This design comes from an exercise in tuning for small area and a short achievable clock period on the open sky130 flow, not from production work. Only simulation tests tie the RTL to the original design; equivalence was not proved. Power figures rest on the tool's default switching activity, not on a simulated workload.

==> config.mk <==
export PLATFORM = sky130hd
export DESIGN_NAME = fp_pipeline
export DESIGN_NICKNAME = fp_pipeline
export VERILOG_FILES = /design/flow/design.v
export SDC_FILE = /design/flow/constraint.sdc
export NUM_CORES = 4
export LEC_CHECK = 0
export CAP_MARGIN = 20
export CORE_MARGIN = 2
export CORE_UTILIZATION = 40
export SETUP_SLACK_MARGIN = 3.5
export SLEW_MARGIN = 20
==> constraint.sdc <==
create_clock -name core_clock -period 7.0 [get_ports {clk}]
set_input_delay 1.4000 -clock core_clock [delete_from_list [all_inputs] [get_ports {clk}]]
set_output_delay 1.4000 -clock core_clock [all_outputs]
set_load 0.01 [all_outputs]
==> design.v <==
module fpmul_exp (
    input  [4:0] ea, eb,
    input        valid,
    output [4:0] e5,
    output       z
);
    wire [5:0] ez = {1'b0, ea} + {1'b0, eb} - 6'd15;
    assign e5 = ez[4:0];
    assign z  = ez[5] | ~valid;
endmodule
module fpmul_norm (
    input  [21:0] r0, r1,
    input  [4:0]  e5,
    input         z,
    input         s,
    output [15:0] r,
    output        hidden     
);
    wire [21:0] p = r0 + r1;
    wire [4:0] e = p[21] ? e5 + 5'd1 : e5;
    wire [9:0] f = p[21] ? p[20:11] : p[19:10];
    assign r = z ? 16'b0 : {s, e, f};
    assign hidden = ~z & (|e);
endmodule
module fpmul_tree (
    input  [9:0]  fa, fb,
    output [21:0] r0, r1
);
    wire t1, t2;
    assign t1 = (fa[0]&fb[9]) ^ (fa[1]&fb[8]);
    assign t2 = (fa[0]&fb[9]) & (fa[1]&fb[8]);
    wire t3, t4;
    assign t3 = (fa[1]&fb[9]) ^ (fa[2]&fb[8]) ^ (fa[3]&fb[7]);
    assign t4 = ((fa[1]&fb[9]) & (fa[2]&fb[8])) | ((fa[1]&fb[9]) & (fa[3]&fb[7])) | ((fa[2]&fb[8]) & (fa[3]&fb[7]));
    wire t5, t6;
    assign t5 = (fa[4]&fb[6]) ^ (fa[5]&fb[5]);
    assign t6 = (fa[4]&fb[6]) & (fa[5]&fb[5]);
    wire t7, t8;
    assign t7 = (fa[2]&fb[9]) ^ (fa[3]&fb[8]) ^ (fa[4]&fb[7]);
    assign t8 = ((fa[2]&fb[9]) & (fa[3]&fb[8])) | ((fa[2]&fb[9]) & (fa[4]&fb[7])) | ((fa[3]&fb[8]) & (fa[4]&fb[7]));
    wire t9, t10;
    assign t9 = (fa[5]&fb[6]) ^ (fa[6]&fb[5]);
    assign t10 = (fa[5]&fb[6]) & (fa[6]&fb[5]);
    wire t11, t12;
    assign t11 = (fa[3]&fb[9]) ^ (fa[4]&fb[8]) ^ (fa[5]&fb[7]);
    assign t12 = ((fa[3]&fb[9]) & (fa[4]&fb[8])) | ((fa[3]&fb[9]) & (fa[5]&fb[7])) | ((fa[4]&fb[8]) & (fa[5]&fb[7]));
    wire t13, t14;
    assign t13 = (fa[0]&fb[6]) ^ (fa[1]&fb[5]);
    assign t14 = (fa[0]&fb[6]) & (fa[1]&fb[5]);
    wire t15, t16;
    assign t15 = (fa[0]&fb[7]) ^ (fa[1]&fb[6]) ^ (fa[2]&fb[5]);
    assign t16 = ((fa[0]&fb[7]) & (fa[1]&fb[6])) | ((fa[0]&fb[7]) & (fa[2]&fb[5])) | ((fa[1]&fb[6]) & (fa[2]&fb[5]));
    wire t17, t18;
    assign t17 = (fa[3]&fb[4]) ^ (fa[4]&fb[3]);
    assign t18 = (fa[3]&fb[4]) & (fa[4]&fb[3]);
    wire t19, t20;
    assign t19 = (fa[0]&fb[8]) ^ (fa[1]&fb[7]) ^ (fa[2]&fb[6]);
    assign t20 = ((fa[0]&fb[8]) & (fa[1]&fb[7])) | ((fa[0]&fb[8]) & (fa[2]&fb[6])) | ((fa[1]&fb[7]) & (fa[2]&fb[6]));
    wire t21, t22;
    assign t21 = (fa[3]&fb[5]) ^ (fa[4]&fb[4]) ^ (fa[5]&fb[3]);
    assign t22 = ((fa[3]&fb[5]) & (fa[4]&fb[4])) | ((fa[3]&fb[5]) & (fa[5]&fb[3])) | ((fa[4]&fb[4]) & (fa[5]&fb[3]));
    wire t23, t24;
    assign t23 = (fa[6]&fb[2]) ^ (fa[7]&fb[1]);
    assign t24 = (fa[6]&fb[2]) & (fa[7]&fb[1]);
    wire t25, t26;
    assign t25 = t1 ^ (fa[2]&fb[7]) ^ (fa[3]&fb[6]);
    assign t26 = (t1 & (fa[2]&fb[7])) | (t1 & (fa[3]&fb[6])) | ((fa[2]&fb[7]) & (fa[3]&fb[6]));
    wire t27, t28;
    assign t27 = (fa[4]&fb[5]) ^ (fa[5]&fb[4]) ^ (fa[6]&fb[3]);
    assign t28 = ((fa[4]&fb[5]) & (fa[5]&fb[4])) | ((fa[4]&fb[5]) & (fa[6]&fb[3])) | ((fa[5]&fb[4]) & (fa[6]&fb[3]));
    wire t29, t30;
    assign t29 = (fa[7]&fb[2]) ^ (fa[8]&fb[1]) ^ (fa[9]&fb[0]);
    assign t30 = ((fa[7]&fb[2]) & (fa[8]&fb[1])) | ((fa[7]&fb[2]) & (fa[9]&fb[0])) | ((fa[8]&fb[1]) & (fa[9]&fb[0]));
    wire t31, t32;
    assign t31 = t2 ^ t3 ^ t5;
    assign t32 = (t2 & t3) | (t2 & t5) | (t3 & t5);
    wire t33, t34;
    assign t33 = (fa[6]&fb[4]) ^ (fa[7]&fb[3]) ^ (fa[8]&fb[2]);
    assign t34 = ((fa[6]&fb[4]) & (fa[7]&fb[3])) | ((fa[6]&fb[4]) & (fa[8]&fb[2])) | ((fa[7]&fb[3]) & (fa[8]&fb[2]));
    wire t35, t36;
    assign t35 = (fa[9]&fb[1]) ^ fa[0] ^ fb[0];
    assign t36 = ((fa[9]&fb[1]) & fa[0]) | ((fa[9]&fb[1]) & fb[0]) | (fa[0] & fb[0]);
    wire t37, t38;
    assign t37 = t4 ^ t6 ^ t7;
    assign t38 = (t4 & t6) | (t4 & t7) | (t6 & t7);
    wire t39, t40;
    assign t39 = t9 ^ (fa[7]&fb[4]) ^ (fa[8]&fb[3]);
    assign t40 = (t9 & (fa[7]&fb[4])) | (t9 & (fa[8]&fb[3])) | ((fa[7]&fb[4]) & (fa[8]&fb[3]));
    wire t41, t42;
    assign t41 = (fa[9]&fb[2]) ^ fa[1] ^ fb[1];
    assign t42 = ((fa[9]&fb[2]) & fa[1]) | ((fa[9]&fb[2]) & fb[1]) | (fa[1] & fb[1]);
    wire t43, t44;
    assign t43 = t8 ^ t10 ^ t11;
    assign t44 = (t8 & t10) | (t8 & t11) | (t10 & t11);
    wire t45, t46;
    assign t45 = (fa[6]&fb[6]) ^ (fa[7]&fb[5]) ^ (fa[8]&fb[4]);
    assign t46 = ((fa[6]&fb[6]) & (fa[7]&fb[5])) | ((fa[6]&fb[6]) & (fa[8]&fb[4])) | ((fa[7]&fb[5]) & (fa[8]&fb[4]));
    wire t47, t48;
    assign t47 = (fa[9]&fb[3]) ^ fa[2] ^ fb[2];
    assign t48 = ((fa[9]&fb[3]) & fa[2]) | ((fa[9]&fb[3]) & fb[2]) | (fa[2] & fb[2]);
    wire t49, t50;
    assign t49 = t12 ^ (fa[4]&fb[9]) ^ (fa[5]&fb[8]);
    assign t50 = (t12 & (fa[4]&fb[9])) | (t12 & (fa[5]&fb[8])) | ((fa[4]&fb[9]) & (fa[5]&fb[8]));
    wire t51, t52;
    assign t51 = (fa[6]&fb[7]) ^ (fa[7]&fb[6]) ^ (fa[8]&fb[5]);
    assign t52 = ((fa[6]&fb[7]) & (fa[7]&fb[6])) | ((fa[6]&fb[7]) & (fa[8]&fb[5])) | ((fa[7]&fb[6]) & (fa[8]&fb[5]));
    wire t53, t54;
    assign t53 = (fa[9]&fb[4]) ^ fa[3] ^ fb[3];
    assign t54 = ((fa[9]&fb[4]) & fa[3]) | ((fa[9]&fb[4]) & fb[3]) | (fa[3] & fb[3]);
    wire t55, t56;
    assign t55 = (fa[5]&fb[9]) ^ (fa[6]&fb[8]) ^ (fa[7]&fb[7]);
    assign t56 = ((fa[5]&fb[9]) & (fa[6]&fb[8])) | ((fa[5]&fb[9]) & (fa[7]&fb[7])) | ((fa[6]&fb[8]) & (fa[7]&fb[7]));
    wire t57, t58;
    assign t57 = (fa[8]&fb[6]) ^ (fa[9]&fb[5]) ^ fa[4];
    assign t58 = ((fa[8]&fb[6]) & (fa[9]&fb[5])) | ((fa[8]&fb[6]) & fa[4]) | ((fa[9]&fb[5]) & fa[4]);
    wire t59, t60;
    assign t59 = (fa[6]&fb[9]) ^ (fa[7]&fb[8]) ^ (fa[8]&fb[7]);
    assign t60 = ((fa[6]&fb[9]) & (fa[7]&fb[8])) | ((fa[6]&fb[9]) & (fa[8]&fb[7])) | ((fa[7]&fb[8]) & (fa[8]&fb[7]));
    wire t61, t62;
    assign t61 = (fa[0]&fb[4]) ^ (fa[1]&fb[3]);
    assign t62 = (fa[0]&fb[4]) & (fa[1]&fb[3]);
    wire t63, t64;
    assign t63 = (fa[0]&fb[5]) ^ (fa[1]&fb[4]) ^ (fa[2]&fb[3]);
    assign t64 = ((fa[0]&fb[5]) & (fa[1]&fb[4])) | ((fa[0]&fb[5]) & (fa[2]&fb[3])) | ((fa[1]&fb[4]) & (fa[2]&fb[3]));
    wire t65, t66;
    assign t65 = (fa[3]&fb[2]) ^ (fa[4]&fb[1]);
    assign t66 = (fa[3]&fb[2]) & (fa[4]&fb[1]);
    wire t67, t68;
    assign t67 = t13 ^ (fa[2]&fb[4]) ^ (fa[3]&fb[3]);
    assign t68 = (t13 & (fa[2]&fb[4])) | (t13 & (fa[3]&fb[3])) | ((fa[2]&fb[4]) & (fa[3]&fb[3]));
    wire t69, t70;
    assign t69 = (fa[4]&fb[2]) ^ (fa[5]&fb[1]) ^ (fa[6]&fb[0]);
    assign t70 = ((fa[4]&fb[2]) & (fa[5]&fb[1])) | ((fa[4]&fb[2]) & (fa[6]&fb[0])) | ((fa[5]&fb[1]) & (fa[6]&fb[0]));
    wire t71, t72;
    assign t71 = t14 ^ t15 ^ t17;
    assign t72 = (t14 & t15) | (t14 & t17) | (t15 & t17);
    wire t73, t74;
    assign t73 = (fa[5]&fb[2]) ^ (fa[6]&fb[1]) ^ (fa[7]&fb[0]);
    assign t74 = ((fa[5]&fb[2]) & (fa[6]&fb[1])) | ((fa[5]&fb[2]) & (fa[7]&fb[0])) | ((fa[6]&fb[1]) & (fa[7]&fb[0]));
    wire t75, t76;
    assign t75 = t16 ^ t18 ^ t19;
    assign t76 = (t16 & t18) | (t16 & t19) | (t18 & t19);
    wire t77, t78;
    assign t77 = t21 ^ t23 ^ (fa[8]&fb[0]);
    assign t78 = (t21 & t23) | (t21 & (fa[8]&fb[0])) | (t23 & (fa[8]&fb[0]));
    wire t79, t80;
    assign t79 = t20 ^ t22 ^ t24;
    assign t80 = (t20 & t22) | (t20 & t24) | (t22 & t24);
    wire t81, t82;
    assign t81 = t25 ^ t27 ^ t29;
    assign t82 = (t25 & t27) | (t25 & t29) | (t27 & t29);
    wire t83, t84;
    assign t83 = t26 ^ t28 ^ t30;
    assign t84 = (t26 & t28) | (t26 & t30) | (t28 & t30);
    wire t85, t86;
    assign t85 = t31 ^ t33 ^ t35;
    assign t86 = (t31 & t33) | (t31 & t35) | (t33 & t35);
    wire t87, t88;
    assign t87 = t32 ^ t34 ^ t36;
    assign t88 = (t32 & t34) | (t32 & t36) | (t34 & t36);
    wire t89, t90;
    assign t89 = t37 ^ t39 ^ t41;
    assign t90 = (t37 & t39) | (t37 & t41) | (t39 & t41);
    wire t91, t92;
    assign t91 = t38 ^ t40 ^ t42;
    assign t92 = (t38 & t40) | (t38 & t42) | (t40 & t42);
    wire t93, t94;
    assign t93 = t43 ^ t45 ^ t47;
    assign t94 = (t43 & t45) | (t43 & t47) | (t45 & t47);
    wire t95, t96;
    assign t95 = t44 ^ t46 ^ t48;
    assign t96 = (t44 & t46) | (t44 & t48) | (t46 & t48);
    wire t97, t98;
    assign t97 = t49 ^ t51 ^ t53;
    assign t98 = (t49 & t51) | (t49 & t53) | (t51 & t53);
    wire t99, t100;
    assign t99 = t50 ^ t52 ^ t54;
    assign t100 = (t50 & t52) | (t50 & t54) | (t52 & t54);
    wire t101, t102;
    assign t101 = t55 ^ t57 ^ fb[4];
    assign t102 = (t55 & t57) | (t55 & fb[4]) | (t57 & fb[4]);
    wire t103, t104;
    assign t103 = t56 ^ t58 ^ t59;
    assign t104 = (t56 & t58) | (t56 & t59) | (t58 & t59);
    wire t105, t106;
    assign t105 = (fa[9]&fb[6]) ^ fa[5] ^ fb[5];
    assign t106 = ((fa[9]&fb[6]) & fa[5]) | ((fa[9]&fb[6]) & fb[5]) | (fa[5] & fb[5]);
    wire t107, t108;
    assign t107 = t60 ^ (fa[7]&fb[9]) ^ (fa[8]&fb[8]);
    assign t108 = (t60 & (fa[7]&fb[9])) | (t60 & (fa[8]&fb[8])) | ((fa[7]&fb[9]) & (fa[8]&fb[8]));
    wire t109, t110;
    assign t109 = (fa[9]&fb[7]) ^ fa[6] ^ fb[6];
    assign t110 = ((fa[9]&fb[7]) & fa[6]) | ((fa[9]&fb[7]) & fb[6]) | (fa[6] & fb[6]);
    wire t111, t112;
    assign t111 = (fa[8]&fb[9]) ^ (fa[9]&fb[8]) ^ fa[7];
    assign t112 = ((fa[8]&fb[9]) & (fa[9]&fb[8])) | ((fa[8]&fb[9]) & fa[7]) | ((fa[9]&fb[8]) & fa[7]);
    wire t113, t114;
    assign t113 = (fa[0]&fb[3]) ^ (fa[1]&fb[2]);
    assign t114 = (fa[0]&fb[3]) & (fa[1]&fb[2]);
    wire t115, t116;
    assign t115 = t61 ^ (fa[2]&fb[2]) ^ (fa[3]&fb[1]);
    assign t116 = (t61 & (fa[2]&fb[2])) | (t61 & (fa[3]&fb[1])) | ((fa[2]&fb[2]) & (fa[3]&fb[1]));
    wire t117, t118;
    assign t117 = t62 ^ t63 ^ t65;
    assign t118 = (t62 & t63) | (t62 & t65) | (t63 & t65);
    wire t119, t120;
    assign t119 = t64 ^ t66 ^ t67;
    assign t120 = (t64 & t66) | (t64 & t67) | (t66 & t67);
    wire t121, t122;
    assign t121 = t68 ^ t70 ^ t71;
    assign t122 = (t68 & t70) | (t68 & t71) | (t70 & t71);
    wire t123, t124;
    assign t123 = t72 ^ t74 ^ t75;
    assign t124 = (t72 & t74) | (t72 & t75) | (t74 & t75);
    wire t125, t126;
    assign t125 = t76 ^ t78 ^ t79;
    assign t126 = (t76 & t78) | (t76 & t79) | (t78 & t79);
    wire t127, t128;
    assign t127 = t80 ^ t82 ^ t83;
    assign t128 = (t80 & t82) | (t80 & t83) | (t82 & t83);
    wire t129, t130;
    assign t129 = t84 ^ t86 ^ t87;
    assign t130 = (t84 & t86) | (t84 & t87) | (t86 & t87);
    wire t131, t132;
    assign t131 = t88 ^ t90 ^ t91;
    assign t132 = (t88 & t90) | (t88 & t91) | (t90 & t91);
    wire t133, t134;
    assign t133 = t92 ^ t94 ^ t95;
    assign t134 = (t92 & t94) | (t92 & t95) | (t94 & t95);
    wire t135, t136;
    assign t135 = t96 ^ t98 ^ t99;
    assign t136 = (t96 & t98) | (t96 & t99) | (t98 & t99);
    wire t137, t138;
    assign t137 = t100 ^ t102 ^ t103;
    assign t138 = (t100 & t102) | (t100 & t103) | (t102 & t103);
    wire t139, t140;
    assign t139 = t104 ^ t106 ^ t107;
    assign t140 = (t104 & t106) | (t104 & t107) | (t106 & t107);
    wire t141, t142;
    assign t141 = t108 ^ t110 ^ t111;
    assign t142 = (t108 & t110) | (t108 & t111) | (t110 & t111);
    wire t143, t144;
    assign t143 = t112 ^ (fa[9]&fb[9]) ^ fa[8];
    assign t144 = (t112 & (fa[9]&fb[9])) | (t112 & fa[8]) | ((fa[9]&fb[9]) & fa[8]);
    wire t145, t146;
    assign t145 = (fa[0]&fb[2]) ^ (fa[1]&fb[1]);
    assign t146 = (fa[0]&fb[2]) & (fa[1]&fb[1]);
    wire t147, t148;
    assign t147 = t113 ^ (fa[2]&fb[1]) ^ (fa[3]&fb[0]);
    assign t148 = (t113 & (fa[2]&fb[1])) | (t113 & (fa[3]&fb[0])) | ((fa[2]&fb[1]) & (fa[3]&fb[0]));
    wire t149, t150;
    assign t149 = t114 ^ t115 ^ (fa[4]&fb[0]);
    assign t150 = (t114 & t115) | (t114 & (fa[4]&fb[0])) | (t115 & (fa[4]&fb[0]));
    wire t151, t152;
    assign t151 = t116 ^ t117 ^ (fa[5]&fb[0]);
    assign t152 = (t116 & t117) | (t116 & (fa[5]&fb[0])) | (t117 & (fa[5]&fb[0]));
    wire t153, t154;
    assign t153 = t118 ^ t119 ^ t69;
    assign t154 = (t118 & t119) | (t118 & t69) | (t119 & t69);
    wire t155, t156;
    assign t155 = t120 ^ t121 ^ t73;
    assign t156 = (t120 & t121) | (t120 & t73) | (t121 & t73);
    wire t157, t158;
    assign t157 = t122 ^ t123 ^ t77;
    assign t158 = (t122 & t123) | (t122 & t77) | (t123 & t77);
    wire t159, t160;
    assign t159 = t124 ^ t125 ^ t81;
    assign t160 = (t124 & t125) | (t124 & t81) | (t125 & t81);
    wire t161, t162;
    assign t161 = t126 ^ t127 ^ t85;
    assign t162 = (t126 & t127) | (t126 & t85) | (t127 & t85);
    wire t163, t164;
    assign t163 = t128 ^ t129 ^ t89;
    assign t164 = (t128 & t129) | (t128 & t89) | (t129 & t89);
    wire t165, t166;
    assign t165 = t130 ^ t131 ^ t93;
    assign t166 = (t130 & t131) | (t130 & t93) | (t131 & t93);
    wire t167, t168;
    assign t167 = t132 ^ t133 ^ t97;
    assign t168 = (t132 & t133) | (t132 & t97) | (t133 & t97);
    wire t169, t170;
    assign t169 = t134 ^ t135 ^ t101;
    assign t170 = (t134 & t135) | (t134 & t101) | (t135 & t101);
    wire t171, t172;
    assign t171 = t136 ^ t137 ^ t105;
    assign t172 = (t136 & t137) | (t136 & t105) | (t137 & t105);
    wire t173, t174;
    assign t173 = t138 ^ t139 ^ t109;
    assign t174 = (t138 & t139) | (t138 & t109) | (t139 & t109);
    wire t175, t176;
    assign t175 = t140 ^ t141 ^ fb[7];
    assign t176 = (t140 & t141) | (t140 & fb[7]) | (t141 & fb[7]);
    wire t177, t178;
    assign t177 = t142 ^ t143 ^ fb[8];
    assign t178 = (t142 & t143) | (t142 & fb[8]) | (t143 & fb[8]);
    wire t179, t180;
    assign t179 = t144 ^ fa[9] ^ fb[9];
    assign t180 = (t144 & fa[9]) | (t144 & fb[9]) | (fa[9] & fb[9]);
    assign r0 = {1'b0, t180, t178, t176, t174, t172, t170, t168, t166, t164, t162, t160, t158, t156, t154, t152, t150, t148, t146, t145, (fa[0]&fb[1]), (fa[0]&fb[0])};
    assign r1 = {1'b0, 1'b1, t179, t177, t175, t173, t171, t169, t167, t165, t163, t161, t159, t157, t155, t153, t151, t149, t147, (fa[2]&fb[0]), (fa[1]&fb[0]), 1'b0};
endmodule
module fpadd_norm (
    input  [12:0] fz,
    input  [4:0]  er,
    input         sr,
    output reg [15:0] r,
    output reg        hidden    
);
    reg [3:0] lz;
    reg [12:0] n;
    reg [4:0] e;
    integer i;
    always @(*) begin
        lz = 4'd12;
        for (i = 0; i <= 12; i = i + 1)
            if (fz[i]) lz = 12 - i;
        n = fz << lz;
        e = er - {1'b0, lz} + 5'd1;
        if (fz == 13'b0) begin
            r = 16'b0;
            hidden = 1'b0;
        end else begin
            r = {sr, e, n[11:2]};
            hidden = |e;
        end
    end
endmodule
module fpadd_order (
    input  [14:0] a, b,
    output        a_big,
    output [3:0]  d,
    output        dz
);
    wire [4:0] ea = a[14:10], eb = b[14:10];
    wire [5:0] dab = {1'b0, ea} - {1'b0, eb};
    wire [4:0] dba = eb - ea;
    wire       b_egt = dab[5];
    wire       eeq = (ea == eb);
    wire       fge = a[9:0] >= b[9:0];
    assign a_big = ~b_egt & (~eeq | fge);
    wire [4:0] dd = b_egt ? dba : dab[4:0];
    assign d  = dd[3:0];
    assign dz = dd[4] | (dd[3] & dd[2]);
endmodule
module fpadd_align (
    input  [15:0] a, b,        
    input         ha, hb,      
    input         a_big,
    input  [3:0]  d,
    input         dz,
    output [12:0] fz,
    output [4:0]  er,
    output        sr
);
    wire [11:0] xa = {ha, a[9:0], 1'b0};
    wire [11:0] xb = {hb, b[9:0], 1'b0};
    wire [11:0] big = a_big ? xa : xb;
    wire [11:0] sml = a_big ? xb : xa;
    wire [11:0] sh  = dz ? 12'b0 : sml >> d;
    wire        sub = a[15] ^ b[15];
    assign fz = {1'b0, big} + ({1'b0, sh} ^ {13{sub}}) + {12'b0, sub};
    assign er = a_big ? a[14:10] : b[14:10];
    assign sr = a_big ? a[15] : b[15];
endmodule
module fp_pipeline (
    input wire clk,
    input wire reset,
    input wire pipe_en,
    input wire [15:0] in_scalar,
    input wire [15:0] in_batch,
    input wire [8:0] in_waddr,
    input wire in_wen,
    input wire in_valid,
    output wire out_we,
    output wire [8:0] out_waddr,
    output wire [15:0] out_data
);
reg proc_en;
always @(posedge clk) begin
    if (reset) proc_en <= 1'b0;
    else       proc_en <= pipe_en;
end
wire [4:0] e5_in;
wire       z_in;
fpmul_exp u_exp (.ea(in_scalar[14:10]), .eb(in_batch[14:10]), .valid(in_valid),
                 .e5(e5_in), .z(z_in));
reg [9:0] s1_fa, s1_fb;
reg [4:0] s1_e5;
reg       s1_s;
reg [8:0] s1_waddr;
reg       s1_z, s1_wen, s1_vw;
always @(posedge clk) begin
    if (proc_en) begin
        s1_fa    <= in_scalar[9:0];
        s1_fb    <= in_batch[9:0];
        s1_e5    <= e5_in;
        s1_s     <= in_scalar[15] ^ in_batch[15];
        s1_waddr <= in_waddr;
    end
end
always @(posedge clk) begin
    if (reset) begin
        s1_z <= 1'b1; s1_wen <= 1'b0; s1_vw <= 1'b0;
    end else if (proc_en) begin
        s1_z <= z_in; s1_wen <= in_wen; s1_vw <= in_valid | in_wen;
    end
end
wire [21:0] r0, r1;
fpmul_tree u_tree (.fa(s1_fa), .fb(s1_fb), .r0(r0), .r1(r1));
reg [20:1] s2_r0;
reg [19:1] s2_r1;
reg [4:0]  s2_e5;
reg        s2_s;
reg [8:0]  s2_waddr;
reg        s2_z, s2_wen, s2_vw;
always @(posedge clk) begin
    if (proc_en) begin
        s2_r0    <= r0[20:1];
        s2_r1    <= r1[19:1];
        s2_e5    <= s1_e5;
        s2_s     <= s1_s;
        s2_waddr <= s1_waddr;
    end
end
always @(posedge clk) begin
    if (reset) begin
        s2_z <= 1'b1; s2_wen <= 1'b0; s2_vw <= 1'b0;
    end else if (proc_en) begin
        s2_z <= s1_z; s2_wen <= s1_wen; s2_vw <= s1_vw;
    end
end
reg  [12:0] s4_fz;
reg  [4:0]  s4_er;
reg         s4_sr;
reg         s4_wen;
wire [15:0] sum;
wire        sum_h;
fpadd_norm u_anorm (.fz(s4_fz), .er(s4_er), .sr(s4_sr), .r(sum), .hidden(sum_h));
wire [15:0] prod;
wire        prod_h;
fpmul_norm u_mnorm (.r0({1'b0, s2_r0, 1'b0}), .r1({2'b01, s2_r1, 1'b0}),
                    .e5(s2_e5), .z(s2_z), .s(s2_s), .r(prod), .hidden(prod_h));
wire        g_next = s2_vw & ~s4_wen;
wire [14:0] c_next = g_next ? sum[14:0] : 15'b0;
wire        a_big;
wire [3:0]  d;
wire        dz;
fpadd_order u_order (.a(prod[14:0]), .b(c_next), .a_big(a_big), .d(d), .dz(dz));
reg [15:0] s3_p;
reg        s3_h, s3_g, s3_abig, s3_dz;
reg [3:0]  s3_d;
reg [8:0]  s3_waddr;
reg        s3_wen;
always @(posedge clk) begin
    if (proc_en) begin
        s3_p     <= prod;
        s3_h     <= prod_h;
        s3_g     <= g_next;
        s3_abig  <= a_big;
        s3_d     <= d;
        s3_dz    <= dz;
        s3_waddr <= s2_waddr;
    end
end
always @(posedge clk) begin
    if (reset)        s3_wen <= 1'b0;
    else if (proc_en) s3_wen <= s2_wen;
end
reg  [15:0] s5_sum;
reg         s5_h;
wire [15:0] c = {s5_sum[15], s3_g ? s5_sum[14:0] : 15'b0};
wire        c_h = s3_g & s5_h;
wire [12:0] fz;
wire [4:0]  er;
wire        sr;
fpadd_align u_align (.a(s3_p), .b(c), .ha(s3_h), .hb(c_h), .a_big(s3_abig),
                     .d(s3_d), .dz(s3_dz), .fz(fz), .er(er), .sr(sr));
reg [8:0] s4_waddr;
always @(posedge clk) begin
    if (proc_en) begin
        s4_fz    <= fz;
        s4_er    <= er;
        s4_sr    <= sr;
        s4_waddr <= s3_waddr;
    end
end
always @(posedge clk) begin
    if (reset)        s4_wen <= 1'b0;
    else if (proc_en) s4_wen <= s3_wen;
end
reg [8:0] s5_waddr;
reg       s5_wen;
always @(posedge clk) begin
    if (proc_en) begin
        s5_sum   <= sum;
        s5_h     <= sum_h;
        s5_waddr <= s4_waddr;
    end
end
always @(posedge clk) begin
    if (reset)        s5_wen <= 1'b0;
    else if (proc_en) s5_wen <= s4_wen;
end
assign out_we    = s5_wen;
assign out_waddr = s5_waddr;
assign out_data  = s5_sum;
endmodule
==> run.sh <==
#!/bin/bash
# synth_recipe.tcl (not shown) runs the flow's synth.tcl, then flattens the netlist and writes it again
# the make line also repeats each setting of config.mk as NAME=value (left out here)
make -C /OpenROAD-flow-scripts/flow DESIGN_CONFIG=/design/flow/config.mk WORK_HOME=/design/flow/orfs CLKGATE_MAP_FILE= SYNTH_SCRIPT=/design/flow/synth_recipe.tcl finish
==> flow_summary.toml, run 1 <==
[flow_run]
maxCapViolations = 0

[power_and_ir_drop]
power_density_nw_per_um2 = 235.4
total_power_mw = 3.645
p_leak_nw = 6.216
peakVddDrop_uv = 191.1

[synthesis]
yosys_warnings = 2
yosys_most_used_dff = "edfxtp_1"
netlist_area_um2 = 12450
synthArstFlopShare_pct = 0
postSynthCellCount = 1108
synth_area_leader_cell = "edfxtp_1"
synth-seq-cells = 186
ys_types = 65
synth_top_area_share_pct = 42.47
seq_area_frac_synth_pct = 44.07
yosys-top-cells-area = "edfxtp_1, fa_1, ha_1"
synth_nets = 1315
avgSynthCellArea_um2 = 11.23
synth_edf_count = 176

[min_path]
hold_class = "flip-flop to flip-flop"
whs_path_depth = 0
hp-start = "s1_s$_DFFE_PP_"
holdPathEnd = "s2_s$_DFFE_PP_"

[setup_path]
rr_startpoint = "s4_fz[1]$_DFFE_PP_"
critPathArrivalTime_ns = 4.25
start_kind = "flip-flop"
crit_path_end_kind = "flip-flop"
rrSetupSlack_ns = 2.96
r2r-end = "s3_abig$_DFFE_PP_"
rr_worst_depth = 19
crit_fanout = 8
cp.required_ns = 7.21
critical_path_class = "flip-flop to flip-flop"

[sta]
finalSetupViolations = 0
final_hold_viol_count = 0
rsz0062_at_grt = "yes"
skew_ns = 0.01010
max_slew_margin_pct = 35.11
final.period_utilization_pct = 57.71
slew_viol_final = 0
worstMarginPinSlew_ns = 0.9734
hold_ws_ns = 0.4136
fmax_mhz = 247.5
setup_tns_ns = 0
period_minus_slack_ns = 4.040

[cells_and_area]
area_delta_synth_final_pct = 24.45
nFillCells = 2746
final_layout_size_suffix_gt1_share_pct = 18.07
layout.nets = 1456
multi_input_area_um2 = 6910
antennaDiodeCount = 0
seq_area_um2 = 5489

[routing]
num_vias = 8463
dr.pass1.iters = 7
routed_wl_um = 27350
final_antenna_net_count = 0
drt_iter0_drc = 491
drc = 0
via_per_inst = 5.104
wl_per_cell_um = 16.50

[clocking]
insertion_delay_ns = 0.45
root_buffer = "clkbuf_16"
clockBufferDepth = 2
ctsHoldBuffers = 0
cts.sinks = 186
cts-buffers-inserted = 17
ctsHtreeMaxLevel = 4
cts_tree = "done"
clk_pin_slew_ns = 0.08

[place]
port_buffers = 71
dp_hpwl_um = 18680
gp_congestion = 0.8742

[floorplanning]
core_area_um2 = 30590
die_h_um = 180.4
row_count = 64
io_pins = 72
die_w_um = 180.4
start_util_pct = 40.69
die_area_um2 = 32540

[status]
status = "complete, no violations"

[grt]
grt_pass1_wl_um = 44260
grt_overflow_total = 0
grt_pass1_vias = 8532
grt_start_max_net_pins = 77
grt_antenna_before_repair = 0
grt_use_total_pct = 17.07
==> kinds of logic (layout without fill, tap and decap cells) <==
family / Yosys count / after routing / share of synthesized area [%]
and+or+nand+nor: 329 / 329 / 13.04
AOI/OAI and AO/OA: 177 / 178 / 9.671
DFF: 186 / 186 / 44.07
adders and majority gates: 161 / 161 / 21.31
buffers and inverters: 172 / 325 / 5.308
muxes: 39 / 39 / 3.498
xor gates and xnor gates: 44 / 44 / 3.096
==> worst max-delay path, stage by stage, from the launching register on <==
cell,delay [ns]
edfxtp_1,0.43
buf_4,0.18
nand2b_4,0.05
a21o_1,0.18
a21oi_2,0.20
o31ai_4,0.11
a21oi_4,0.18
inv_2,0.08
ha_2,0.19
ha_4,0.16
fa_2,0.35
xnor2_2,0.17
or3_4,0.36
inv_2,0.08
ha_4,0.22
a21o_1,0.18
a21o_1,0.22
buf_4,0.16
a21boi_0,0.11
a41o_1,0.21
==> layout make-up <==
| type | count | share of cell area, % |
|---|---|---|
| clock buffers | 17 | 2.747 |
| clock inverters | 15 | 1.317 |
| flip-flops and latches | 186 | 35.44 |
| multi-input cells | 751 | 44.62 |
| repair buffers | 157 | 9.355 |
| inverters | 136 | 3.328 |
| well taps | 396 | 3.199 |
==> power breakdown <==
group          switching, mW  leakage [nW]  internal (mW)
logic                  0.620          4.16          0.571
registers             0.0814          1.76           1.36
clock network          0.494         0.301          0.519
total                   1.19          6.22           2.45
==> sequential cells by signal (all words and copies together), names as in the netlist, 10 cells and up <==
name	flops
s1_fa	10
s1_fb	10
s2_r0	20
s2_r1	19
s3_p	16
s4_fz	13
s5_sum	16
==> cells in the mapped netlist (3+ instances only) <==
library cell and instances:
or2_1 3, nor4_1 4, mux2_2 6, a21boi_0 4, a21o_1 17, mux4_2 3, o31ai_1 5, or2_2 4
inv_1 131, o21a_1 3, buf_1 6, clkbuf_1 25, nor3_1 17, nand2_1 98, and2_1 72, nor2_1 68
nand3_1 13, a22o_1 5, xor2_1 12, a211oi_1 10, o311ai_0 3, o22ai_1 3, nor2b_1 24, o211ai_1 4
o31a_1 3, buf_2 3, xnor2_1 32, clkinv_1 3, ha_1 76, or3_1 11, a31oi_1 16, fa_1 85
mux2i_1 30, a21oi_1 41, nand2b_1 10, o21ai_0 39, edfxtp_1 176, dfxtp_1 10
==> worst max path at each step <==
stage | from | to | slack (ns)
4_1_cts | s2_r1[11]$_DFFE_PP_ | s3_abig$_DFFE_PP_ | 3.02
5_1_grt | s2_r1[9]$_DFFE_PP_ | s3_dz$_DFFE_PP_ | 2.78
2_1_floorplan | s4_fz[1]$_DFFE_PP_ | s3_dz$_DFFE_PP_ | 3.00
3_5_place_dp | s2_r1[3]$_DFFE_PP_ | s3_dz$_DFFE_PP_ | 2.10
6_report | s4_fz[1]$_DFFE_PP_ | s3_abig$_DFFE_PP_ | 2.96
3_3_place_gp | s2_r1[3]$_DFFE_PP_ | s3_dz$_DFFE_PP_ | 2.22
==> stage by stage <==
stage / setup slack (ns) / cells / utilization [%] / instance area [µm²]
4_1_cts: 3.021 / 1643 / 49.69 / 15200
3_3_place_gp: 2.217 / 1545 / 44.66 / 13660
5_1_grt: 2.784 / 1658 / 50.63 / 15490
2_1_floorplan: 3.002 / 1108 / - / 12580
3_5_place_dp: 2.104 / 1545 / 44.66 / 13660
6_report: 2.960 / 1658 / 50.63 / 15490
==> cell usage in the layout (no fill, tap or decap), drive strengths merged, types with 30 or more instances in the layout <==
| cell | Yosys | final |
|---|---|---|
| a21oi | 43 | 43 |
| and2 | 72 | 72 |
| buf | 11 | 85 |
| clkdlybuf4s50 | 0 | 71 |
| edfxtp | 176 | 176 |
| fa | 85 | 85 |
| ha | 76 | 76 |
| inv | 133 | 139 |
| mux2i | 30 | 30 |
| nand2 | 98 | 98 |
| nor2 | 68 | 68 |
| o21ai | 39 | 39 |
| xnor2 | 32 | 32 |
==> metal layers <==
| layer | share of wire [%] | track usage (%) | wire [µm] | up-vias |
|---|---|---|---|---|
| li1 | - | - | - | 4098 |
| met4 | 3.3 | 7.484 | 892 | 0 |
| met2 | 49 | 28.61 | 13440 | 174 |
| met1 | 44 | 21.82 | 12150 | 4135 |
| met5 | 0 | 0 | 0 | - |
| met3 | 3.2 | 2.850 | 862 | 56 |
==> timing repair <==
| action | 4_1_cts | 5_1_grt |
|---|---|---|
| cloned | 4 | 0 |
| pin swaps | 37 | 36 |
| gates resized for setup | 66 | 39 |
| setup buffers | 62 | 15 |
| endpoints found under the setup margin | 20 | 17 |
==> run 2: changes to the inputs <==
--- a/design.v
+++ b/design.v
@@ -11,3 +11,4 @@
 module fpmul_norm (
-    input  [21:0] r0, r1,
+    input  [11:0] r0, r1,
+    input         c10,
     input  [4:0]  e5,
@@ -18,5 +19,5 @@
 );
-    wire [21:0] p = r0 + r1;
-    wire [4:0] e = p[21] ? e5 + 5'd1 : e5;
-    wire [9:0] f = p[21] ? p[20:11] : p[19:10];
+    wire [11:0] p = r0 + r1 + {11'b0, c10};
+    wire [4:0] e = p[11] ? e5 + 5'd1 : e5;
+    wire [9:0] f = p[11] ? p[10:1] : p[9:0];
     assign r = z ? 16'b0 : {s, e, f};
@@ -409,12 +410,15 @@
 fpmul_tree u_tree (.fa(s1_fa), .fb(s1_fb), .r0(r0), .r1(r1));
-reg [20:1] s2_r0;
-reg [19:1] s2_r1;
-reg [4:0]  s2_e5;
-reg        s2_s;
-reg [8:0]  s2_waddr;
-reg        s2_z, s2_wen, s2_vw;
+wire [9:0]  lo = {1'b0, r0[9:1]} + {1'b0, r1[9:1]};
+reg [20:10] s2_r0;
+reg [19:10] s2_r1;
+reg         s2_c10;
+reg [4:0]   s2_e5;
+reg         s2_s;
+reg [8:0]   s2_waddr;
+reg         s2_z, s2_wen, s2_vw;
 always @(posedge clk) begin
     if (proc_en) begin
-        s2_r0    <= r0[20:1];
-        s2_r1    <= r1[19:1];
+        s2_r0    <= r0[20:10];
+        s2_r1    <= r1[19:10];
+        s2_c10   <= lo[9];
         s2_e5    <= s1_e5;
@@ -440,3 +444,3 @@
 wire        prod_h;
-fpmul_norm u_mnorm (.r0({1'b0, s2_r0, 1'b0}), .r1({2'b01, s2_r1, 1'b0}),
+fpmul_norm u_mnorm (.r0({1'b0, s2_r0}), .r1({2'b01, s2_r1}), .c10(s2_c10),
                     .e5(s2_e5), .z(s2_z), .s(s2_s), .r(prod), .hidden(prod_h));
--- a/config.mk
+++ b/config.mk
@@ -10,3 +10,3 @@
 export CORE_UTILIZATION = 40
-export SETUP_SLACK_MARGIN = 3.5
+export SETUP_SLACK_MARGIN = 3.0
 export SLEW_MARGIN = 20
==> run 2 against run 1 <==
Critical path depth fell by 2. Power shrank 8.5%. Largest cell class unchanged. Combinational power shrank 9%. Worst setup slack better by 0.052 ns. Clock-buffer cell count unchanged. Sequential share of layout area is 0.90 points lower. Clock skew is 0.0033 ns higher. Register-to-register slack improved by 0.05 ns. Flip-flop and latch count decreased by 17. Core utilization fell by 1.7 points.
==> flow_summary.toml, run 2 <==
[status]
status = "complete, no violations"

[power_and_ir_drop]
p_int_mw = 2.231
p_seq_share_pct = 39.4
p_switching_mw = 1.104
power_density_nw_per_um2 = 231.3
peakVddDrop_uv = 153.5
pwr-share-comb_pct = 32.4
p_leak_nw = 5.963
p_sw_share_pct = 33.11
pwr-share-clk_pct = 28.2

[sta]
setup_tns_ns = 0
final_hold_viol_count = 0
worstMarginPinSlew_ns = 1.105
finalSetupViolations = 0
period_minus_slack_ns = 3.988
slew_viol_final = 0
fmax_mhz = 250.8
rsz0062_at_grt = "yes"
final.period_utilization_pct = 56.97
max_slew_margin_pct = 26.27
skew_ns = 0.01337

[synthesis]
postSynthCellCount = 1055
synth_fa_ha_area_share_pct = 22.51
avgSynthCellArea_um2 = 11.29
synthArstFlopShare_pct = 0
synth_area_leader_cell = "edfxtp_1"
synth-seq-cells = 169
synth_top_family_by_area = "adder cells"
yosys_warnings = 2
synth_top_area_share_pct = 40.10
synthMuxAreaShare_pct = 5.464
synth-simple-area-share_pct = 13.03
yosys-top-cells-area = "edfxtp_1, fa_1, ha_1"
netlist_area_um2 = 11910
ys_types = 67
synth_xor_area_share_pct = 3.236
yosys_most_used_dff = "edfxtp_1"
synth-compound-area-share_pct = 8.469
synth_edf_count = 159
synth_most_common_cell = "edfxtp_1"
seq_area_frac_synth_pct = 41.78
synth_nets = 1263
synth_common_cells = "edfxtp_1, inv_1, fa_1"

[clocking]
root_buffer = "clkbuf_16"
ctsHtreeMaxLevel = 4
cts.sinks = 169
insertion_delay_ns = 0.43
cts_tree = "done"
cts-buffers-inserted = 17
clockBufferDepth = 2
ctsHoldBuffers = 0
clk_pin_slew_ns = 0.07

[cells_and_area]
reg_top3 = "s3_p (16), s5_sum (16), s4_fz (13)"
layout.nets = 1405
area_delta_synth_final_pct = 21.06
final_common_cell = "edfxtp_1"
mostFrequentLayoutCells = "edfxtp_1, inv_1, fa_1, nand2_1"
antennaDiodeCount = 0
final_layout_size_suffix_gt1_share_pct = 14.63
finish.instance_area_um2 = 14420

[grt]
grt_overflow_total = 0
grt_pass1_vias = 7910
grt_pass1_wl_um = 39990
grt_use_total_pct = 16.33
grt_start_max_net_pins = 66
grt_antenna_before_repair = 0

[routing]
routed_wl_um = 25160
via_per_inst = 4.983
final_antenna_net_count = 0
drt_iter0_drc = 419
wl_per_cell_um = 15.73
drc = 0
dr.pass1.iters = 4
num_vias = 7972

[setup_path]
worst-path-buf-inv = 3
critPathMaxStageDelay_ns = 0.47
start_kind = "flip-flop"
path_cells = "buf_6 > buf_6 > nor3_4 > buf_12 > nand2_4 > ha_4 > ha_4 > a21o_1 > a21oi_2 > xnor2_2 > or3_4 > ha_4 > a21o_1 > a31oi_4 > mux2i_1 > xnor2_1 > a21o_1"
critical_path_class = "flip-flop to flip-flop"
crit_fanout = 5
crit_path_end_kind = "flip-flop"
path_delay_family = "compound AO/OA/AOI/OAI gates"
critPathArrivalTime_ns = 4.18
cp.required_ns = 7.19
cp_slowest_cell = "edfxtp_1"

[floorplanning]
core_area_um2 = 29480
die_w_um = 176.5
row_count = 63
die_h_um = 176.5
io_pins = 72
die_area_um2 = 31160
start_util_pct = 40.39

[flow_run]
maxCapViolations = 0

[place]
dpl-instance-area_um2 = 13070
port_buffers = 71
dp_hpwl_um = 18500
gp_congestion = 0.8384

[min_path]
hold_class = "flip-flop to flip-flop"
[run 2: cell count changes after synthesis, moves of 7 or more]
cell,previous run,this run
mux2_2,6,14
clkbuf_1,25,15
xor2_1,12,20
mux2i_1,30,41
edfxtp_1,176,159
o21ai_0,39,32
xnor2_1,32,24
a21oi_1,41,33
nand2_1,98,81
[run 2: final timing paths]
path / endpoint / from / slack [ns] / cells past startpoint
worst min register to register: s2_e5[3]$_DFFE_PP_ / s1_e5[3]$_DFFE_PP_ / 0.42 / 0
worst max-delay path: s3_dz$_DFFE_PP_ / s4_fz[9]$_DFFE_PP_ / 3.01 / 17
worst max register to register: s3_dz$_DFFE_PP_ / s4_fz[9]$_DFFE_PP_ / 3.01 / 17
worst min-delay path: s2_e5[3]$_DFFE_PP_ / s1_e5[3]$_DFFE_PP_ / 0.42 / 0
[run 2: repair_timing]
| action | 4_1_cts | 5_1_grt |
|---|---|---|
| setup buffers | 19 | 58 |
| pin swaps | 4 | 25 |
| endpoints found under the setup margin | 8 | 10 |
| resized for setup | 10 | 28 |
[run 2: final cells by class]
cell class                 count  area [µm²]
inverter                     137       514.2
tap                          390       488.0
timing repair buffer         151        1345
fill                        2739       15070
multi-input combinational    721        6492
clock buffer                  17       425.4
clock inverter                15       171.4
sequential                   169        4979
[run 2: metrics by stage]
stage          hold WS [ns]  total power [mW]  cells  util [%]  worst slack [ns]
2_1_floorplan        0.4003             2.054   1055         -             2.992
3_3_place_gp         0.4010             2.301   1491     44.34             2.570
3_5_place_dp         0.4045             2.316   1491     44.34             2.493
4_1_cts              0.4211             3.303   1542     47.02             2.930
5_1_grt              0.4287             3.547   1600     48.90             2.870
6_report             0.4194             3.335   1600     48.90             3.012
[run 2: cell families (layout without fill, tap and decap cells)]
logic type,after synthesis,count (layout)
simple gates,306,306
xor+xnor,44,44
fa+ha+maj,162,162
mux,59,59
flops,169,169
compound gates,150,150
buf+inv,165,320
[run 2: routing by layer]
| layer | up-vias | track usage [%] | part of all wire, % |
|---|---|---|---|
| met3 | 31 | 2.412 | 3.5 |
| li1 | 3884 | - | - |
| met1 | 3905 | 21.24 | 44 |
| met5 | - | 0 | 0 |
| met2 | 152 | 28.19 | 51 |
| met4 | 0 | 4.959 | 2.0 |
[run 2: power groups by stage]
stage	registers [mW]	logic, mW	clock network, mW
after global placement	1.35	0.955	0
after global routing	1.32	1.22	1.01
after floorplan	1.32	0.735	0
final	1.31	1.08	0.941
after CTS	1.32	1.02	0.969
after detailed placement	1.35	0.967	0
==> run 3: changes to the inputs <==
==> flow/run.sh (new file) <==
#!/bin/bash
# The standard layout (the standard.sh, unchanged synthesis and steps),
# except that the buffers it puts on every input and output port are
# sky130_fd_sc_hd__buf_1 cells instead of the flow's default choice.
set -e
cd "$(dirname "$0")/.."
export BUFFER_PORTS_ARGS="-buffer_cell sky130_fd_sc_hd__buf_1"
bash standard.sh > standard.log 2>&1
==> standard.sh (new file) <==
#!/bin/bash
# synth_recipe.tcl (not shown) runs the flow's synth.tcl, then flattens the netlist and writes it again
# the make line also repeats each setting of config.mk as NAME=value (left out here)
make -C /OpenROAD-flow-scripts/flow DESIGN_CONFIG=/design/flow/config.mk WORK_HOME=/design/flow/orfs CLKGATE_MAP_FILE= SYNTH_SCRIPT=/design/flow/synth_recipe.tcl "${@:-finish}"
--- a/config.mk
+++ b/config.mk
@@ -10,2 +10,3 @@
 export CORE_UTILIZATION = 40
+export CTS_BUF_LIST = sky130_fd_sc_hd__clkbuf_8
 export SETUP_SLACK_MARGIN = 3.0
removed: run.sh
==> run 3 against run 2 <==
Flip-flop and latch count unchanged. Highest routed layer unchanged. Global-route usage down 0.26 points. Sequential power about the same. Critical endpoint unchanged. Die area is the same. Sequential share of layout area is 1.6 points higher.
==> flow_summary.toml, run 3 <==
[power_and_ir_drop]
power_density_nw_per_um2 = 224.3
p_leak_nw = 5.633
p_sw_share_pct = 34.51
pwr-share-comb_pct = 34.7
pwr-share-clk_pct = 23.0
peakVddDrop_uv = 100.2
p_int_mw = 2.025
total_power_mw = 3.092
p_seq_share_pct = 42.3
p_switching_mw = 1.067

[sta]
rsz0062_at_grt = "yes"
setup_tns_ns = 0
fmax_mhz = 247.0
finalSetupViolations = 0
slew_viol_final = 0
period_minus_slack_ns = 4.048
final_hold_viol_count = 0
worstMarginPinSlew_ns = 0.8003
max_slew_margin_pct = 46.65
final.period_utilization_pct = 57.83
hold_ws_ns = 0.4188
skew_ns = 0.02163

[floorplanning]
core_area_um2 = 29480
die_h_um = 176.5
start_util_pct = 40.39
io_pins = 72
die_w_um = 176.5
row_count = 63
die_area_um2 = 31160

[cells_and_area]
post-route-util_pct = 46.75
final_common_cell = "edfxtp_1"
nFillCells = 2786
mostFrequentLayoutCells = "edfxtp_1, inv_1, fa_1, nand2_1, and2_1"
stdcell_count = 1587
layout.nets = 1392
antennaDiodeCount = 0
area_delta_synth_final_pct = 15.75
final_layout_size_suffix_gt1_share_pct = 14.54
reg_top3 = "s3_p (16), s5_sum (16), s4_fz (13)"

[setup_path]
critical_path_class = "flip-flop to flip-flop"
start_kind = "flip-flop"
crit_path_start = "s4_fz[9]$_DFFE_PP_"
rr_startpoint = "s4_fz[9]$_DFFE_PP_"
cp_common_cell = "ha_4"
cp.required_ns = 7.23
worstSetupEndpoint = "s3_dz$_DFFE_PP_"
worst-path-buf-inv = 2
path_depth = 16
cp_slowest_cell = "edfxtp_1"
critPathArrivalTime_ns = 4.28
rrSetupSlack_ns = 2.95
path_cells = "buf_6 > nor4_4 > o31ai_2 > and2_4 > ha_4 > inv_2 > ha_4 > fa_2 > xnor2_2 > or3_4 > ha_4 > a21o_1 > a31oi_4 > mux2i_1 > xnor2_1 > a21o_1"
r2r-end = "s3_dz$_DFFE_PP_"
critPathMaxStageDelay_ns = 0.45
crit_fanout = 5
path_delay_family = "adder cells"
rr_worst_depth = 16
crit_path_end_kind = "flip-flop"

[place]
port_buffers = 71
gp_congestion = 0.8543
dp.cells = 1491
dp_hpwl_um = 18120

[min_path]
hold_class = "flip-flop to flip-flop"

[synthesis]
synth_common_cells = "edfxtp_1, inv_1, fa_1"
avgSynthCellArea_um2 = 11.29
seq_area_frac_synth_pct = 41.78
yosys-top-cells-area = "edfxtp_1, fa_1, ha_1"
synthArstFlopShare_pct = 0
synth-seq-cells = 169
ys_types = 67
synth_area_leader_cell = "edfxtp_1"
netlist_area_um2 = 11910
synth_top_area_share_pct = 40.10
postSynthCellCount = 1055
synth_most_common_cell = "edfxtp_1"
synth_nets = 1263
yosys_warnings = 2
synth_edf_count = 159
yosys_most_used_dff = "edfxtp_1"

[flow_run]
maxCapViolations = 0

[routing]
drc = 0
via_per_inst = 4.986
wl_per_cell_um = 15.48
routed_wl_um = 24570
num_vias = 7912
drt_iter0_drc = 373
dr.pass1.iters = 5
final_antenna_net_count = 0

[clocking]
ctsHoldBuffers = 0
cts.sinks = 169
root_buffer = "clkbuf_8"
clockBufferDepth = 2
cts_tree = "done"
insertion_delay_ns = 0.47
ctsHtreeMaxLevel = 4
cts-buffers-inserted = 17
clk_pin_slew_ns = 0.10

[grt]
grt_antenna_before_repair = 0
grt_start_max_net_pins = 63
grt_pass1_vias = 7864
grt_pass1_wl_um = 39450
grt_overflow_total = 0
grt_use_total_pct = 16.07

[status]
status = "complete, no violations"
-- run 3: cell counts after synthesis --
Identical to the previous run, type by type.
-- run 3: worst min-delay path by stage --
stage                                startpoint                     to  cells after the start
after floorplan              s1_e5[0]$_DFFE_PP_     s2_e5[0]$_DFFE_PP_                      0
after global placement    s3_waddr[0]$_DFFE_PP_  s4_waddr[0]$_DFFE_PP_                      0
after detailed placement  s3_waddr[6]$_DFFE_PP_  s4_waddr[6]$_DFFE_PP_                      0
after CTS                    s1_e5[3]$_DFFE_PP_     s2_e5[3]$_DFFE_PP_                      0
after global routing      s4_waddr[8]$_DFFE_PP_  s5_waddr[8]$_DFFE_PP_                      0
final                        s1_e5[3]$_DFFE_PP_     s2_e5[3]$_DFFE_PP_                      0
-- run 3: worst register-to-register path, cell delays in order (launching register included) --
cell      delay, ns
edfxtp_1       0.45
buf_6          0.15
nor4_4         0.31
o31ai_2        0.13
and2_4         0.21
ha_4           0.26
inv_2          0.04
ha_4           0.16
fa_2           0.40
xnor2_2        0.15
or3_4          0.41
ha_4           0.17
a21o_1         0.20
a31oi_4        0.24
mux2i_1        0.25
xnor2_1        0.10
a21o_1         0.19
-- run 3: layout make-up --
class | count | area [µm²] | share of cell area (%)
clock inverters | 15 | 171.4 | 1.244
clock buffers | 17 | 234.0 | 1.698
multi-input cells | 721 | 6581 | 47.75
flip-flops and latches | 169 | 4979 | 36.12
inverters | 137 | 514.2 | 3.731
repair buffers | 138 | 815.8 | 5.919
well taps | 390 | 488.0 | 3.540
-- run 3: logic make-up (layout without fill, tap and decap cells) --
family	Yosys count	after routing	share of synthesized area [%]
buffers and inverters	165	307	5.516
adders and majority gates	162	162	22.51
DFF	169	169	41.78
AOI/OAI and AO/OA	150	150	8.469
muxes	59	59	5.464
xor gates and xnor gates	44	44	3.236
and+or+nand+nor	306	306	13.03
-- run 3: metal layers --
metal | wire length, µm | track usage (%) | share of wire [%] | vias up
met5 | 0 | 0 | 0 | -
met4 | 491 | 4.821 | 2.0 | 0
met3 | 845 | 2.627 | 3.4 | 31
met2 | 12180 | 27.96 | 50 | 162
met1 | 11050 | 20.57 | 45 | 3859
li1 | - | - | - | 3860
-- run 3: power groups by stage --
stage / Clock, mW / Sequential [mW] / Combinational, mW
floorplan: 0 / 1.32 / 0.735
global placement: 0 / 1.34 / 0.926
detailed placement: 0 / 1.35 / 0.951
CTS: 0.740 / 1.31 / 1.00
global route: 0.774 / 1.32 / 1.21
finish: 0.712 / 1.31 / 1.07
-- run 3: through the flow --
step / setup WS, ns / instance area, µm²
after CTS: 2.933 / 13230
after global routing: 2.816 / 13780
after global placement: 2.550 / 12630
after detailed placement: 2.481 / 12630
final: 2.952 / 13780
after floorplan: 2.992 / 12000
-- run 3: repair_timing --
| action | CTS | global route |
|---|---|---|
| cloned | 0 | 1 |
| setup buffers | 19 | 44 |
| endpoints found under the hold margin | 0 | 0 |
| pin swaps | 6 | 20 |
| endpoints found under the setup margin | 6 | 11 |
| gates resized for setup | 12 | 41 |
==> run 4: changes to the inputs <==
--- a/config.mk
+++ b/config.mk
@@ -10,3 +10,2 @@
 export CORE_UTILIZATION = 40
-export CTS_BUF_LIST = sky130_fd_sc_hd__clkbuf_8
 export SETUP_SLACK_MARGIN = 3.0
==> run 4 against run 3 <==
Flip-flop and latch count stayed put. First-iteration DRC count is 11% higher. Clock-buffer cell count stayed put. Worst hold slack worse by 0.0012 ns. Sequential power hardly changed. Combinational power hardly changed. Global-route usage is 0.058 points lower. Power is 7.7% higher. Fmax is 1.9% higher. Register-to-register slack better by 0.08 ns. Critical endpoint unchanged. Largest cell class unchanged.
==> flow_summary.toml, run 4 <==
[power_and_ir_drop]
pwr-share-clk_pct = 28.5
power_density_nw_per_um2 = 238.7
p_int_mw = 2.236
peakVddDrop_uv = 127.7
p_sw_share_pct = 32.84
total_power_mw = 3.329
p_leak_nw = 5.714
p_seq_share_pct = 39.4
p_switching_mw = 1.093
pwr-share-comb_pct = 32.2

[clocking]
cts-buffers-inserted = 17
insertion_delay_ns = 0.43
root_buffer = "clkbuf_16"
ctsHoldBuffers = 0
cts.sinks = 169
ctsHtreeMaxLevel = 4
clk_pin_slew_ns = 0.07
cts_tree = "done"
clockBufferDepth = 2

[synthesis]
synth_area_leader_cell = "edfxtp_1"
synth_edf_count = 159
ys_types = 67
avgSynthCellArea_um2 = 11.29
netlist_area_um2 = 11910
synth_fa_ha_area_share_pct = 22.51
yosys_most_used_dff = "edfxtp_1"
synth_xor_area_share_pct = 3.236
synthMuxAreaShare_pct = 5.464
yosys-top-cells-area = "edfxtp_1, fa_1, ha_1"
synth-compound-area-share_pct = 8.469
synth-simple-area-share_pct = 13.03
synthArstFlopShare_pct = 0
synth-seq-cells = 169
yosys_warnings = 2
synth_common_cells = "edfxtp_1, inv_1, fa_1"
synth_top_area_share_pct = 40.10
synth_top_family_by_area = "adder cells"
synth_most_common_cell = "edfxtp_1"
synth_nets = 1263
postSynthCellCount = 1055
seq_area_frac_synth_pct = 41.78

[grt]
top_usage_layer = "met2"
use_met3_pct = 2.369
grt_pass1_vias = 7829
grt_use_met2_pct = 27.85
grt_pass1_wl_um = 39360
grt_start_max_net_pins = 63
grt_use_met1_pct = 20.86
grt_use_total_pct = 16.01
grt_antenna_before_repair = 0
grt_overflow_total = 0

[setup_path]
path_cells = "nor4_4 > o31ai_2 > and2_4 > ha_1 > inv_1 > ha_2 > fa_2 > xnor2_2 > or3_4 > inv_1 > ha_2 > a31oi_4 > mux2i_1 > xnor2_1 > a21o_1"
crit_path_end_kind = "flip-flop"
crit_fanout = 5
critical_path_class = "flip-flop to flip-flop"
cp_slowest_cell = "edfxtp_1"
critPathArrivalTime_ns = 4.16
start_kind = "flip-flop"
path_delay_family = "adder cells"
cp.required_ns = 7.19
worst-path-buf-inv = 2
critPathMaxStageDelay_ns = 0.46

[floorplanning]
row_count = 63
core_area_um2 = 29480
die_w_um = 176.5
io_pins = 72
start_util_pct = 40.39
die_h_um = 176.5
die_area_um2 = 31160

[cells_and_area]
final_common_cell = "edfxtp_1"
finish.instance_area_um2 = 13950
layout.nets = 1393
area_delta_synth_final_pct = 17.14
stdcell_count = 1588
antennaDiodeCount = 0
reg_top3 = "s3_p (16), s5_sum (16), s4_fz (13)"
nFillCells = 2753
mostFrequentLayoutCells = "edfxtp_1, inv_1, fa_1, nand2_1, and2_1"
final_layout_size_suffix_gt1_share_pct = 14.61

[place]
post-place-ws_ns = 2.481
port_buffers = 71
dp.cells = 1491
dp_hpwl_um = 18120
gp_congestion = 0.8543
dpl-instance-area_um2 = 12630

[sta]
finalSetupViolations = 0
final.period_utilization_pct = 56.75
slew_viol_final = 0
fin_ws_ns = 3.027
final_hold_viol_count = 0
max_slew_margin_pct = 46.71
setup_tns_ns = 0
fmax_mhz = 251.7
period_minus_slack_ns = 3.973
rsz0062_at_grt = "yes"
skew_ns = 0.01291
worstMarginPinSlew_ns = 0.7993

[routing]
routed_wl_um = 24560
num_vias = 7929
via_per_inst = 4.993
drc = 0
dr.pass1.iters = 7
final_antenna_net_count = 0
drt_iter0_drc = 414
wl_per_cell_um = 15.46

[flow_run]
maxCapViolations = 0

[status]
status = "complete, no violations"

[min_path]
hold_class = "flip-flop to flip-flop"
run 4: cell counts after synthesis:
No cell type changed its count.
run 4: cell families after synthesis:
kind of cell | Yosys count
xor gates and xnor gates | 44
adders and majority gates | 162
DFF | 169
muxes | 59
buffers and inverters | 165
AOI/OAI and AO/OA | 150
and+or+nand+nor | 306
run 4: worst paths after layout:
check	startpoint	to	slack, ns	cells past startpoint
max	s4_fz[5]$_DFFE_PP_	s3_dz$_DFFE_PP_	3.03	15
min	s1_e5[3]$_DFFE_PP_	s2_e5[3]$_DFFE_PP_	0.42	0
max reg2reg	s4_fz[5]$_DFFE_PP_	s3_dz$_DFFE_PP_	3.03	15
min reg2reg	s1_e5[3]$_DFFE_PP_	s2_e5[3]$_DFFE_PP_	0.42	0
run 4: final cells by class:
cell class                      count  area (µm²)  share of cell area, %
Tap cell                          390       488.0                  3.498
Timing Repair Buffer              139       810.8                  5.813
Clock buffer                       17       425.4                  3.050
Clock inverter                     15       171.4                  1.229
Sequential cell                   169        4979                  35.69
Inverter                          137       514.2                  3.687
Multi-Input combinational cell    721        6560                  47.03
run 4: stage by stage:
stage               util, %  hold slack [ns]
global placement      42.84           0.4003
CTS                   45.48           0.4154
floorplan                 -           0.4003
finish                47.31           0.4176
detailed placement    42.84           0.4052
global route          47.31           0.4175
run 4: power by group through the flow:
stage	Sequential (mW)	Clock (mW)	Combinational [mW]
after detailed placement	1.35	0	0.951
after floorplan	1.32	0	0.735
final	1.31	0.948	1.07
after global routing	1.32	1.01	1.21
after CTS	1.31	0.975	0.998
after global placement	1.34	0	0.926
run 4: routing by layer:
layer | routed length, µm | share of wire (%)
met1 | 11080 | 45
met2 | 12320 | 50
met3 | 787 | 3.2
met4 | 379 | 1.5
met5 | 0 | 0
run 4: repair_timing:
action                     CTS  global route
setup endpoints to repair    6            10
resized for setup           12            39
buffers inserted            18            46
gates cloned                 0             1
pin swaps                    5            25
==> run 5: changes to the inputs <==
--- a/config.mk
+++ b/config.mk
@@ -9,4 +9,6 @@
 export CORE_MARGIN = 2
-export CORE_UTILIZATION = 40
-export SETUP_SLACK_MARGIN = 3.0
+export CORE_UTILIZATION = 60
+export CTS_BUF_LIST = sky130_fd_sc_hd__clkbuf_8
+export PLACE_DENSITY = 0.8
+export SETUP_SLACK_MARGIN = 3.1
 export SLEW_MARGIN = 20
==> run 5 against run 4 <==
Still clean on timing, DRC and antenna. Core utilization is 23 points higher. Worst setup slack gained 0.0094 ns. Clock skew up 0.0069 ns. Worst hold slack lost 0.0019 ns. Final cell count shrank 8.2%. Critical path depth increased by 1. Area after synthesis did not move. Wire length is 1.7% lower. Design area down 2.1%. Critical path type unchanged. Clock-buffer cell count did not move.
==> flow_summary.toml, run 5 <==
[synthesis]
synth-seq-cells = 169
avgSynthCellArea_um2 = 11.29
synth_most_common_cell = "edfxtp_1"
ys_types = 67
yosys_warnings = 2
synthArstFlopShare_pct = 0
synth_common_cells = "edfxtp_1, inv_1, fa_1"
seq_area_frac_synth_pct = 41.78
yosys_most_used_dff = "edfxtp_1"
netlist_area_um2 = 11910
synth_edf_count = 159
yosys-top-cells-area = "edfxtp_1, fa_1, ha_1"
synth_top_area_share_pct = 40.10
synth_area_leader_cell = "edfxtp_1"
postSynthCellCount = 1055
synth_nets = 1263

[clocking]
cts-buffers-inserted = 17
insertion_delay_ns = 0.47
root_buffer = "clkbuf_8"
cts.sinks = 169
cts_tree = "done"
clk_pin_slew_ns = 0.11
clockBufferDepth = 2
ctsHtreeMaxLevel = 4
ctsHoldBuffers = 0

[floorplanning]
die_area_um2 = 20990
core_area_um2 = 19460
io_pins = 72
row_count = 51
die_w_um = 144.9
start_util_pct = 61.18
die_h_um = 144.9

[grt]
grt_start_max_net_pins = 87
grt_pass1_vias = 7932
grt_overflow_total = 0
grt_use_total_pct = 23.22
grt_antenna_before_repair = 0
grt_pass1_wl_um = 37580

[routing]
routed_wl_um = 24140
drc = 0
wl_per_cell_um = 16.57
num_vias = 8088
dr.pass1.iters = 5
via_per_inst = 5.551
final_antenna_net_count = 0
drt_iter0_drc = 468

[power_and_ir_drop]
p_seq_share_pct = 42.5
p_sw_share_pct = 35.11
pwr-share-comb_pct = 35.2
total_power_mw = 3.079
power_density_nw_per_um2 = 225.6
p_leak_nw = 5.621
peakVddDrop_uv = 143.4
p_int_mw = 1.998
pwr-share-clk_pct = 22.3
p_switching_mw = 1.081

[place]
port_buffers = 71
post-place-ws_ns = 2.459
gp_congestion = 0.9230
dp_hpwl_um = 17130

[cells_and_area]
reg_top3 = "s3_p (16), s5_sum (16), s4_fz (13)"
final_common_cell = "edfxtp_1"
mostFrequentLayoutCells = "edfxtp_1, inv_1, fa_1, nand2_1, and2_1"
layout.nets = 1387
area_delta_synth_final_pct = 14.63
antennaDiodeCount = 0
nFillCells = 1380
final_layout_size_suffix_gt1_share_pct = 14.77

[flow_run]
maxCapViolations = 0

[status]
status = "complete, no violations"

[min_path]
hold_class = "flip-flop to flip-flop"

[sta]
final.period_utilization_pct = 56.62
worstMarginPinSlew_ns = 0.9567
max_slew_margin_pct = 36.22
slew_viol_final = 0
fin_ws_ns = 3.037
setup_tns_ns = 0
rsz0062_at_grt = "yes"
skew_ns = 0.01978
final_hold_viol_count = 0
fmax_mhz = 252.3
period_minus_slack_ns = 3.963
finalSetupViolations = 0

[setup_path]
crit_fanout = 4
crit_path_end_kind = "flip-flop"
critical_path_class = "flip-flop to flip-flop"
critPathArrivalTime_ns = 4.19
cp.required_ns = 7.23
start_kind = "flip-flop"
-- run 5: logic make-up after synthesis --
kind of cell / synth area share [%]
XOR/XNOR: 3.236
buffers and inverters: 5.516
flip-flops: 41.78
multiplexers: 5.464
adder cells (fa/ha/maj): 22.51
AO/OA/AOI/OAI: 8.469
AND/OR/NAND/NOR: 13.03
-- run 5: metrics by stage --
| stage | util, % | cells | hold WS (ns) | instance area, µm² |
|---|---|---|---|---|
| finish | 70.13 | 1457 | 0.4157 | 13650 |
| global route | 70.13 | 1457 | 0.4249 | 13650 |
| CTS | 67.55 | 1420 | 0.4175 | 13150 |
| detailed placement | 64.04 | 1366 | 0.4045 | 12460 |
| global placement | 64.04 | 1366 | 0.4005 | 12460 |
| floorplan | - | 1055 | 0.4003 | 12000 |
-- run 5: worst max-delay path, stage by stage, from the launching register on --
cell	delay (ns)
edfxtp_1	0.51
buf_6	0.17
buf_4	0.13
nor3_4	0.30
nand2_4	0.08
ha_4	0.29
ha_4	0.19
a21o_1	0.18
a21oi_2	0.20
xnor2_2	0.12
or3_4	0.39
ha_4	0.23
a21o_1	0.17
a31oi_4	0.23
mux2i_1	0.24
xnor2_1	0.10
a21o_1	0.18
-- run 5: power groups by stage --
| stage | registers [mW] | clock network [mW] | logic, mW |
|---|---|---|---|
| finish | 1.31 | 0.687 | 1.08 |
| global route | 1.32 | 0.737 | 1.22 |
| CTS | 1.31 | 0.699 | 0.995 |
| detailed placement | 1.35 | 0 | 0.935 |
| global placement | 1.34 | 0 | 0.903 |
| floorplan | 1.32 | 0 | 0.735 |
-- run 5: what timing repair did --
action,in CTS,in global routing
gates resized for setup,21,46
pin swaps,8,28
setup buffers,22,35
setup endpoints to repair,8,9
cloned,0,1
-- run 5: path summary, 6_finish.rpt --
kind                            cells after the start              end  slack (ns)                start
worst max-delay path                               16  s3_dz$_DFFE_PP_        3.04  s4_fz[10]$_DFFE_PP_
worst min-delay path                                0   s2_s$_DFFE_PP_        0.42       s1_s$_DFFE_PP_
worst max register to register                     16  s3_dz$_DFFE_PP_        3.04  s4_fz[10]$_DFFE_PP_
worst min register to register                      0   s2_s$_DFFE_PP_        0.42       s1_s$_DFFE_PP_
-- run 5: cell type report --
cell class                      count  area [µm²]  share of cell area, %
Timing Repair Buffer              133       807.0                  5.913
Sequential cell                   169        4979                  36.47
Multi-Input combinational cell    721        6611                  48.44
Inverter                          137       514.2                  3.768
Tap cell                          265       331.6                  2.429
Clock buffer                       17       234.0                  1.714
Clock inverter                     15       172.7                  1.265
-- run 5: layer usage --
layer	vias up	global-route usage (%)	wire length (µm)
li1	3861	-	-
met1	3929	28.68	9861
met2	254	40.71	12400
met3	44	3.982	1197
met4	0	9.249	678
met5	-	0	0

==> separate check: timing with driven ports <==
The results above use ideal ports. As a check the final layouts listed here were re-extracted and re-timed, cells and wires unchanged. Step 1 sets driving cells, clkbuf_16 on the clock port and buf_2 on the other inputs (assumed; they add their load-dependent delay and slew). Step 2 adds t to the input delays and takes it off the output delays; t is the mean of the earliest and latest rising clock arrival at the registers after step 1. Input paths then give back, and output paths get back, about the clock's delay inside the block. a / b / c = no drivers / after step 1 / after step 2; a / b = the first two.
run | t (ns) | setup WS [ns] | hold slack, ns | slew at the worst register clock pin (ns)
run 1 | 0.495 | 2.960 / 2.960 / 2.960 | 0.414 / 0.414 / 0.414 | 0.08 / 0.08
run 2 | 0.468 | 3.012 / 3.012 / 3.012 | 0.419 / 0.419 / 0.419 | 0.08 / 0.08
run 3 | 0.496 | 2.952 / 2.952 / 2.952 | 0.419 / 0.419 / 0.419 | 0.11 / 0.11
run 4 | 0.465 | 3.027 / 3.027 / 3.027 | 0.418 / 0.418 / 0.418 | 0.08 / 0.08
run 5 | 0.499 | 3.037 / 3.037 / 3.037 | 0.416 / 0.416 / 0.416 | 0.11 / 0.11
After both steps setup and hold are still met in every run listed.
